From an optimization exercise on the open Yosys and OpenROAD flow, aimed at small area, a short achievable clock period and few clock cycles per item; shortcuts taken in it are not production practice.
Function was checked by simulation only, so behaviour that the tests miss may differ from the original.
No activity file was given, so power comes from the tool's default toggle rates.

Setup of run 1:
==> flow/design.v <==
`timescale 1ns / 1ps
module sort_top ( t_go, t_rst, t_clk, t_n, t_wr_en, t_wr_addr, t_wr_data, t_sorted_data, t_done);
input t_go, t_rst, t_clk;
input [5:0] t_n;
input t_wr_en;
input [4:0] t_wr_addr;
input [7:0] t_wr_data;
output [7:0] t_sorted_data;
output t_done;
localparam R = 2;        
localparam C = 16;       
reg [7:0] v [0:R-1][0:C-1];
reg       act_e;         
reg       act_o;         
reg       merge;         
reg [3:0] calm_q;        
wire      calm1 = &calm_q;  
reg       calm2;         
reg [4:0] cnt;           
reg [4:0] rl [0:R-1];    
reg [5:0] n_q;           
reg [7:0] out_q;
reg       done_q;
reg       idle;          
function gt8(input [7:0] x, input [7:0] y);
  reg [7:0] g, l;
  reg [3:0] g1, l1;
  reg [1:0] g2, l2;
  integer i;
  begin
    g = x & ~y;
    l = ~x & y;
    for (i = 0; i < 4; i = i + 1) begin
      g1[i] = g[2*i+1] | (~l[2*i+1] & g[2*i]);
      l1[i] = l[2*i+1] | (~g[2*i+1] & l[2*i]);
    end
    for (i = 0; i < 2; i = i + 1) begin
      g2[i] = g1[2*i+1] | (~l1[2*i+1] & g1[2*i]);
      l2[i] = l1[2*i+1] | (~g1[2*i+1] & l1[2*i]);
    end
    gt8 = g2[1] | (~l2[1] & g2[0]);
  end
endfunction
wire [C-2:0] sw [0:R-1];
wire [R-1:0] row_sw;
wire [2*R-1:0] half_sw;
wire [R-1:0] hv;
wire [R-1:0] win;
reg          b_lt;
assign win[0] = hv[0] & (~hv[1] | ~b_lt);
assign win[1] = hv[1] & (~hv[0] | b_lt);
wire [R-1:0] adv;
assign adv[0] = (merge & win[0]) | sw[0][0];
assign adv[1] = (merge & win[1]) | sw[1][0];
wire b_lt_next = adv[0] ? (adv[1] ? gt8(v[0][1], v[1][1]) : gt8(v[0][1], v[1][0]))
                        : (adv[1] ? gt8(v[0][0], v[1][1]) : gt8(v[0][0], v[1][0]));
genvar r, j, q;
generate
  for (r = 0; r < R; r = r + 1) begin : g_row
    for (j = 0; j < C-1; j = j + 1) begin : g_pair
      wire act = (j % 2 == 1) ? act_o : act_e;
      assign sw[r][j] = act & (n_q > R * (j + 1) + r) & gt8(v[r][j], v[r][j+1]);
    end
    assign row_sw[r] = |sw[r];
    assign half_sw[2*r]   = |sw[r][C/2-1:0];
    assign half_sw[2*r+1] = |sw[r][C-2:C/2];
    assign hv[r] = (rl[r] != 5'd0);
  end
endgenerate
generate
  for (r = 0; r < R; r = r + 1) begin : g_rc
    for (j = 0; j < C; j = j + 1) begin : g_cell
      wire s_wr    = t_wr_en & (t_wr_addr == R * j + r);
      wire s_right = (merge & win[r]) | ((j < C-1) ? sw[r][(j < C-1) ? j : 0] : 1'b0);
      wire s_left  = (j > 0) ? sw[r][(j > 0) ? j-1 : 0] : 1'b0;
      wire s_hold  = ~(s_wr | s_right | s_left);
      wire [7:0] vr = (j < C-1) ? v[r][(j < C-1) ? j+1 : j] : 8'd0;
      wire [7:0] vf = (j > 0) ? v[r][(j > 0) ? j-1 : j] : 8'd0;
      always @(posedge t_clk)
        v[r][j] <= ({8{s_wr}} & t_wr_data) | ({8{s_right}} & vr) | ({8{s_left}} & vf) | ({8{s_hold}} & v[r][j]);
    end
    always @(posedge t_clk) begin
      if (idle)
        rl[r] <= (t_n + (R - 1 - r)) >> 1;
      else if (merge & win[r])
        rl[r] <= rl[r] - 5'd1;
    end
  end
endgenerate
wire [7:0] head_min = ({8{win[0]}} & v[0][0]) | ({8{win[1]}} & v[1][0]);
assign t_sorted_data = out_q;
assign t_done = done_q;
always @(posedge t_clk) begin
  n_q <= t_n;
  out_q <= head_min;
  b_lt <= b_lt_next;
  if (t_rst) begin
    act_e <= 1'b0;
    act_o <= 1'b0;
    merge <= 1'b0;
    idle <= 1'b1;
    done_q <= 1'b0;
  end else begin
    done_q <= merge;
    if (idle) begin
      act_e <= t_go;
      idle <= ~t_go;
      cnt <= (t_n + 6'd1) >> 1;
      calm_q <= 4'd0;
      calm2 <= 1'b0;
    end else if (act_e | act_o) begin
      calm_q <= ~half_sw;
      calm2 <= calm1;
      if (cnt == 5'd1 || (calm1 && calm2)) begin
        act_e <= 1'b0;
        act_o <= 1'b0;
        merge <= 1'b1;
      end else begin
        act_e <= act_o;
        act_o <= act_e;
        cnt <= cnt - 5'd1;
      end
    end else begin
      if ((rl[0] == 5'd1 && rl[1] == 5'd0) || (rl[0] == 5'd0 && rl[1] == 5'd1)) begin
        merge <= 1'b0;
        idle <= 1'b1;
      end
    end
  end
end
endmodule
export LEC_CHECK = 0
export CAP_MARGIN = 20
export CORE_MARGIN = 2
export CORE_UTILIZATION = 40
export CTS_CLUSTER_DIAMETER = 60
export CTS_CLUSTER_SIZE = 24
export PLACE_DENSITY = 0.5
export SETUP_SLACK_MARGIN = 4.3
export SLEW_MARGIN = 20
create_clock -name core_clock -period 6.5 [get_ports {t_clk}]
standard.sh (not shown) runs the stock make flow with config.mk's settings and CLKGATE_MAP_FILE= SYNTH_SCRIPT=/design/flow/synth_recipe.tcl, a recipe that flattens the netlist after the stock synthesis.
==> flow/flow/run.sh <==
#!/bin/bash
# The standard layout (standard.sh), except that abc maps the logic with an
# area-oriented script (flow/area.abc) in place of ORFS's speed script, and
# that the make variables listed in flow/make_args.txt (one per line) are
# added to ORFS's make command line. The synthesis is otherwise
# synth_recipe.tcl unchanged, so the registers and their names are the
# standard synthesis's. Each tool's output goes to a log here.
set -euo pipefail
W=$PWD
{
  printf 'proc abc {args} {\n'
  printf '  set i [lsearch -exact $args -script]\n'
  printf '  if {$i >= 0} { lset args [expr {$i + 1}] %s }\n' "$W/flow/area.abc"
  printf '  yosys abc {*}$args\n'
  printf '}\n'
  cat "$W/synth_recipe.tcl"
} > "$W/area_synth.tcl"
EXTRA=""
if [[ -f "$W/flow/make_args.txt" ]]; then
  while IFS= read -r line; do
    [[ -n "$line" ]] && EXTRA+=" '$line'"
  done < "$W/flow/make_args.txt"
fi
sed -e "s#SYNTH_SCRIPT=[^ ]*synth_recipe.tcl#SYNTH_SCRIPT=$W/area_synth.tcl#" \
    -e "s#^make -C \([^ ]*\) #make -C \1$EXTRA #" "$W/standard.sh" > "$W/area_standard.sh"
grep -q "SYNTH_SCRIPT=$W/area_synth.tcl" "$W/area_standard.sh"
bash "$W/area_standard.sh" > "$W/make.log" 2>&1
==> flow/flow/area.abc <==
strash
dch
map -a
topo
stime -c
==> flow/flow/make_args.txt <==
MATCH_CELL_FOOTPRINT=0
BUFFER_PORTS_ARGS=-buffer_cell sky130_fd_sc_hd__buf_4
Testbench counts of run 1, summed over its fixed seeds: cycles 4,189, items 1,645.
[inputs] run 2 vs run 1
# run 1
export LEC_CHECK = 0
export CAP_MARGIN = 20
export CORE_MARGIN = 2
export CORE_UTILIZATION = 40
export CTS_CLUSTER_DIAMETER = 60
export CTS_CLUSTER_SIZE = 24
export PLACE_DENSITY = 0.5
export SETUP_SLACK_MARGIN = 4.3
export SLEW_MARGIN = 20
create_clock -name core_clock -period 6.5 [get_ports {t_clk}]
# run 2
export LEC_CHECK = 0
export CAP_MARGIN = 20
export CORE_MARGIN = 2
export CORE_UTILIZATION = 40
export PLACE_DENSITY = 0.5
export SETUP_SLACK_MARGIN = 4.2
export SLEW_MARGIN = 20
create_clock -name core_clock -period 6.5 [get_ports {t_clk}]
==> flow/flow/make_args.txt <==
MATCH_CELL_FOOTPRINT=0
BUFFER_PORTS_ARGS=-buffer_cell sky130_fd_sc_hd__buf_4
CTS_ARGS=-sink_clustering_enable -repair_clock_nets -dont_use_dummy_load
### Flow results
Run 2 went all the way through synthesis, placement and routing and the layout is clean on timing, DRC and antenna. Compared to run 1, run 2 has maximum ir drop on the vdd rail about 16% higher. Run 1 has a lower sequential fraction of total cell area than run 2. Fraction of final layout cells sized beyond drive strength 1: run 2 vs run 1 down 6.7 points.
Input changes introduced in run 3 (baseline for comparison: run 2):
# run 2
export LEC_CHECK = 0
export CAP_MARGIN = 20
export CORE_MARGIN = 2
export CORE_UTILIZATION = 40
export PLACE_DENSITY = 0.5
export SETUP_SLACK_MARGIN = 4.2
export SLEW_MARGIN = 20
create_clock -name core_clock -period 6.5 [get_ports {t_clk}]
# run 3
export LEC_CHECK = 0
export CAP_MARGIN = 20
export CORE_MARGIN = 2
export CORE_UTILIZATION = 50
export PLACE_DENSITY = 0.55
export SETUP_SLACK_MARGIN = 4.2
export SLEW_MARGIN = 20
create_clock -name core_clock -period 6.5 [get_ports {t_clk}]
==> flow/flow/make_args.txt <==
MATCH_CELL_FOOTPRINT=0
BUFFER_PORTS_ARGS=-buffer_cell sky130_fd_sc_hd__buf_4
Findings:
- Run 2 → run 3: final worst-path cycle share lower; number of buffers created by CTS lower.
- Between run 3 and run 2, final period demand of the worst path is lower for run 3, run 2 comes in above that.
- Run 3: headroom to the max-slew limit is 10 points lower than what run 2 reported.
- For length of routed met3 wiring, dividing the value from run 2 by the value from run 3 gives 0.80.
What run 4 does differently from run 3 at the input level:
# run 3
export LEC_CHECK = 0
export CAP_MARGIN = 20
export CORE_MARGIN = 2
export CORE_UTILIZATION = 50
export PLACE_DENSITY = 0.55
export SETUP_SLACK_MARGIN = 4.2
export SLEW_MARGIN = 20
create_clock -name core_clock -period 6.5 [get_ports {t_clk}]
# run 4
export LEC_CHECK = 0
export CAP_MARGIN = 20
export CORE_MARGIN = 2
export CORE_UTILIZATION = 45
export PLACE_DENSITY = 0.55
export SETUP_SLACK_MARGIN = 4.2
export SLEW_MARGIN = 20
create_clock -name core_clock -period 6.5 [get_ports {t_clk}]
--- outcome ---
Run 4 was carried through to the last stage, and its layout satisfied the timing, DRC and antenna checks. Run 3 reports its critical path startpoint as done_q$_SDFF_PP0_ while run 4 reports out_q[2]$_DFF_P_. Run 4: share of the final layout cell area in sequential cells 0.22 points below run 3. Share of cell area taken by multi-input logic gates: run 4 and run 3 compared, higher one is run 3. [run 4] buffering overhead fell 0.17 points relative to run 3. Setup slack: run 4 less than run 3. Part of the total power dissipated in sequential elements, run 4 and run 3: lower on run 4. Run 4 — met2 track utilization from global routing 0.34 points lower, run 3 as reference.


## wip/quartz
// sort_top: RTL as listed in full above, without the edits since
export LEC_CHECK = 0
export CAP_MARGIN = 20
export CORE_MARGIN = 2
export CORE_UTILIZATION = 40
export PLACE_DENSITY = 0.5
export SETUP_SLACK_MARGIN = 4.2
export SLEW_MARGIN = 20
create_clock -name core_clock -period 6.5 [get_ports {t_clk}]
==> flow/flow/area.abc <==
strash
dch
map -a
strash
dch
map -a
topo
stime -c
==> flow/flow/make_args.txt <==
MATCH_CELL_FOOTPRINT=0
BUFFER_PORTS_ARGS=-buffer_cell sky130_fd_sc_hd__buf_4
Scripts as last shown in full above: flow/flow/run.sh
wip/quartz: full flow OK, the timing, DRC and antenna checks passed
Testbench counts of wip/quartz, summed over its fixed seeds: cycles 4,189, items 1,645.
Inputs modified between wip/quartz and wip/fjord:
# wip/quartz
export LEC_CHECK = 0
export CAP_MARGIN = 20
export CORE_MARGIN = 2
export CORE_UTILIZATION = 40
export PLACE_DENSITY = 0.5
export SETUP_SLACK_MARGIN = 4.2
export SLEW_MARGIN = 20
create_clock -name core_clock -period 6.5 [get_ports {t_clk}]
# wip/fjord
export LEC_CHECK = 0
export CAP_MARGIN = 20
export CORE_MARGIN = 2
export CORE_UTILIZATION = 50
export PLACE_DENSITY = 0.6
export SETUP_SLACK_MARGIN = 4.2
export SLEW_MARGIN = 20
create_clock -name core_clock -period 6.5 [get_ports {t_clk}]
==> flow/flow/area.abc <==
strash
dch
map -a
topo
stime -c
[summary]
Going from wip/quartz to wip/fjord, sequential share of layout area rose 1.7 points, worst-path maximum fanout fell 7, global-route usage rose 1.9 points, setup slack of the critical path after layout rose 0.13 ns, highest clock rate rose 5.9%. Re post-route cell area: wip/fjord is about 7% down on wip/quartz. Utilization in wip/fjord is 7.4 points higher than in wip/quartz. Met3 track demand over resource: wip/fjord vs wip/quartz up 0.97 points. Area after synthesis of wip/fjord exceeds that of wip/quartz by a few percent.
What wip/indigo does differently from wip/fjord at the input level:
# wip/fjord
export LEC_CHECK = 0
export CAP_MARGIN = 20
export CORE_MARGIN = 2
export CORE_UTILIZATION = 50
export PLACE_DENSITY = 0.6
export SETUP_SLACK_MARGIN = 4.2
export SLEW_MARGIN = 20
create_clock -name core_clock -period 6.5 [get_ports {t_clk}]
# wip/indigo
export LEC_CHECK = 0
export CAP_MARGIN = 20
export CORE_MARGIN = 2
export CORE_UTILIZATION = 35
export PLACE_DENSITY = 0.45
export SETUP_SLACK_MARGIN = 4.2
export SLEW_MARGIN = 20
create_clock -name core_clock -period 6.5 [get_ports {t_clk}]
[summary]
From wip/fjord to wip/indigo the numbers moved as follows: worst endpoint data arrival time moved up, period utilization now sits higher, post-route total power higher, core outline area now sits higher. Delta (wip/indigo minus wip/fjord): number of signal-net buffers in the layout went up by about 18%, final area now sits higher. Taking wip/fjord as the reference, in wip/indigo maximum frequency moved down, minimum hold slack shows a reduction of 0.0047 ns.
[inputs] wip/onyx vs wip/indigo
# wip/indigo
export LEC_CHECK = 0
export CAP_MARGIN = 20
export CORE_MARGIN = 2
export CORE_UTILIZATION = 35
export PLACE_DENSITY = 0.45
export SETUP_SLACK_MARGIN = 4.2
export SLEW_MARGIN = 20
create_clock -name core_clock -period 6.5 [get_ports {t_clk}]
# wip/onyx
export LEC_CHECK = 0
export CAP_MARGIN = 20
export CORE_MARGIN = 2
export CORE_UTILIZATION = 55
export PLACE_DENSITY = 0.65
export SETUP_SLACK_MARGIN = 4.2
export SLEW_MARGIN = 20
create_clock -name core_clock -period 6.5 [get_ports {t_clk}]
## What came out
- Final-layout worst hold slack on wip/onyx is up relative to wip/indigo.
- wip/onyx reports its destination of the critical timing path as v[5][5] while wip/indigo reports t_sorted_data[1].
- Between wip/onyx and wip/indigo, it is wip/onyx whose final period utilization is lower, by 0.15 points.
- [compare] base=wip/indigo new=wip/onyx: worst-skew pair later-pin latency saw a decrease, register fraction of the total cell area climbed 0.79 points.


// sort_top: RTL as listed in full above, without the edits since
==> flow/config.mk <==
export PLATFORM = sky130hd
export DESIGN_NAME = sort_top
export DESIGN_NICKNAME = sort_top
export VERILOG_FILES = /design/flow/design.v
export SDC_FILE = /design/flow/constraint.sdc
export NUM_CORES = 4
export LEC_CHECK = 0
export CAP_MARGIN = 20
export CORE_MARGIN = 2
export CORE_UTILIZATION = 40
export PLACE_DENSITY = 0.5
export SETUP_SLACK_MARGIN = 4.2
export SLEW_MARGIN = 20
==> flow/constraint.sdc <==
create_clock -name core_clock -period 6.5 [get_ports {t_clk}]
set_input_delay 1.3000 -clock core_clock [delete_from_list [all_inputs] [get_ports {t_clk}]]
set_output_delay 1.3000 -clock core_clock [all_outputs]
set_load 0.01 [all_outputs]
==> flow/flow/area.abc <==
strash
dch
map -a
topo
stime -c
==> flow/flow/make_args.txt <==
MATCH_CELL_FOOTPRINT=0
BUFFER_PORTS_ARGS=-buffer_cell sky130_fd_sc_hd__buf_4
CTS_ARGS=-sink_clustering_enable -repair_clock_nets -sink_clustering_size 40 -sink_clustering_max_diameter 80
Scripts as last shown in full above: flow/flow/run.sh
The baseline finished with timing, DRC and antenna clean.
Testbench counts at the start, summed over its fixed seeds: cycles 4,189, items 1,645.
Next try:
==> flow/flow/make_args.txt (replaced) <==
MATCH_CELL_FOOTPRINT=0
BUFFER_PORTS_ARGS=-buffer_cell sky130_fd_sc_hd__buf_4
GPL_ROUTABILITY_DRIVEN = 0   (was unset)
Outcome:
- maximum frequency rose by about 0.7%
- cell area rises by about 2.8%
- worst setup slack improved by 15 ps
- sequential power is about the same
- worst hold slack is worse by 15 ps
- total power rises by about 5.6%
- critical path depth is unchanged
- clock skew barely changes
- utilization goes up by 1.4 points


// sort_top: RTL as listed in full above, without the edits since
clock: 6.5 ns
lec_check: 0
cap_margin: 20
core_margin: 2
core_utilization: 40
place_density: 0.5
setup_slack_margin: 4.25
slew_margin: 20
==> flow/flow/make_args.txt <==
MATCH_CELL_FOOTPRINT=0
BUFFER_PORTS_ARGS=-buffer_cell sky130_fd_sc_hd__buf_4
Scripts as last shown in full above: flow/flow/run.sh, flow/flow/area.abc
The starting point completed without violations.
Testbench counts at the start, summed over its fixed seeds: cycles 4,189, items 1,645.
==> next run, changes <==
--- a/flow/config.mk
+++ b/flow/config.mk
@@ -12 +12 @@
-export SETUP_SLACK_MARGIN = 4.25
+export SETUP_SLACK_MARGIN = 4.2
Outcome: Sequential cell count is unchanged. Via count fell by 0.46%. Cell count fell by 0.55%. Worst setup slack hardly moves. Die area does not change. Synthesized cell count does not change. Critical path depth is unchanged. Area after synthesis stays the same.

## afterwards: timing with drivers on the ports
The flow's constraints put no driver on any port. The routed layouts listed below were extracted and timed again, unchanged, in two steps. Step 1 (the two cells are an assumption about what drives the block):
set clk [get_ports {t_clk}]
set_driving_cell -lib_cell sky130_fd_sc_hd__clkbuf_16 $clk
set_driving_cell -lib_cell sky130_fd_sc_hd__buf_2 [delete_from_list [all_inputs] $clk]
Step 2 times the ports against the registers' clock, not the clock port: input delays grow and output delays shrink by t, the midpoint of the rising clock arrivals with the driver on. Slacks: ideal ports / drivers / drivers and shift; pairs: ideal ports / drivers.
| run | shift t [ns] | setup WS [ns] | worst hold slack (ns) | slew at the worst register clock pin (ns) | worst data-port slew with drivers (ns) |
|---|---|---|---|---|---|
| run 1 | 0.607 | 4.220 / 4.158 / 3.737 | 0.498 / 0.498 / 0.498 | 0.07 / 0.07 | 0.04 |
| run 2 | 0.611 | 4.202 / 4.159 / 3.653 | 0.497 / 0.497 / 0.497 | 0.06 / 0.06 | 0.04 |
| run 3 | 0.577 | 4.247 / 4.189 / 3.743 | 0.498 / 0.498 / 0.498 | 0.06 / 0.06 | 0.04 |
| run 4 | 0.604 | 4.230 / 4.171 / 3.716 | 0.499 / 0.499 / 0.499 | 0.06 / 0.06 | 0.04 |
| wip/quartz | 0.605 | 4.114 / 4.137 / 3.532 | 0.492 / 0.492 / 0.492 | 0.06 / 0.06 | 0.04 |
| wip/fjord | 0.577 | 4.247 / 4.189 / 3.743 | 0.498 / 0.498 / 0.498 | 0.06 / 0.06 | 0.04 |
| wip/indigo | 0.613 | 4.218 / 4.161 / 3.713 | 0.494 / 0.494 / 0.494 | 0.06 / 0.06 | 0.05 |
| wip/onyx | 0.571 | 4.227 / 4.187 / 3.739 | 0.510 / 0.510 / 0.510 | 0.06 / 0.06 | 0.03 |
| the first run of note 3 | 0.620 | 4.184 / 4.123 / 3.684 | 0.503 / 0.503 / 0.503 | 0.10 / 0.10 | 0.04 |
| the second run of note 3 | 0.614 | 4.200 / 4.139 / 3.677 | 0.487 / 0.487 / 0.487 | 0.06 / 0.06 | 0.03 |
| the first run of note 4 | 0.613 | 4.215 / 4.157 / 3.727 | 0.486 / 0.486 / 0.486 | 0.06 / 0.06 | 0.04 |
| the second run of note 4 | 0.617 | 4.216 / 4.153 / 3.684 | 0.497 / 0.497 / 0.497 | 0.06 / 0.06 | 0.04 |
After both steps every run listed still meets setup and hold. The setup slack of wip/quartz, which loses most, moves by +0.023 ns with the drivers and by -0.582 ns with both steps.
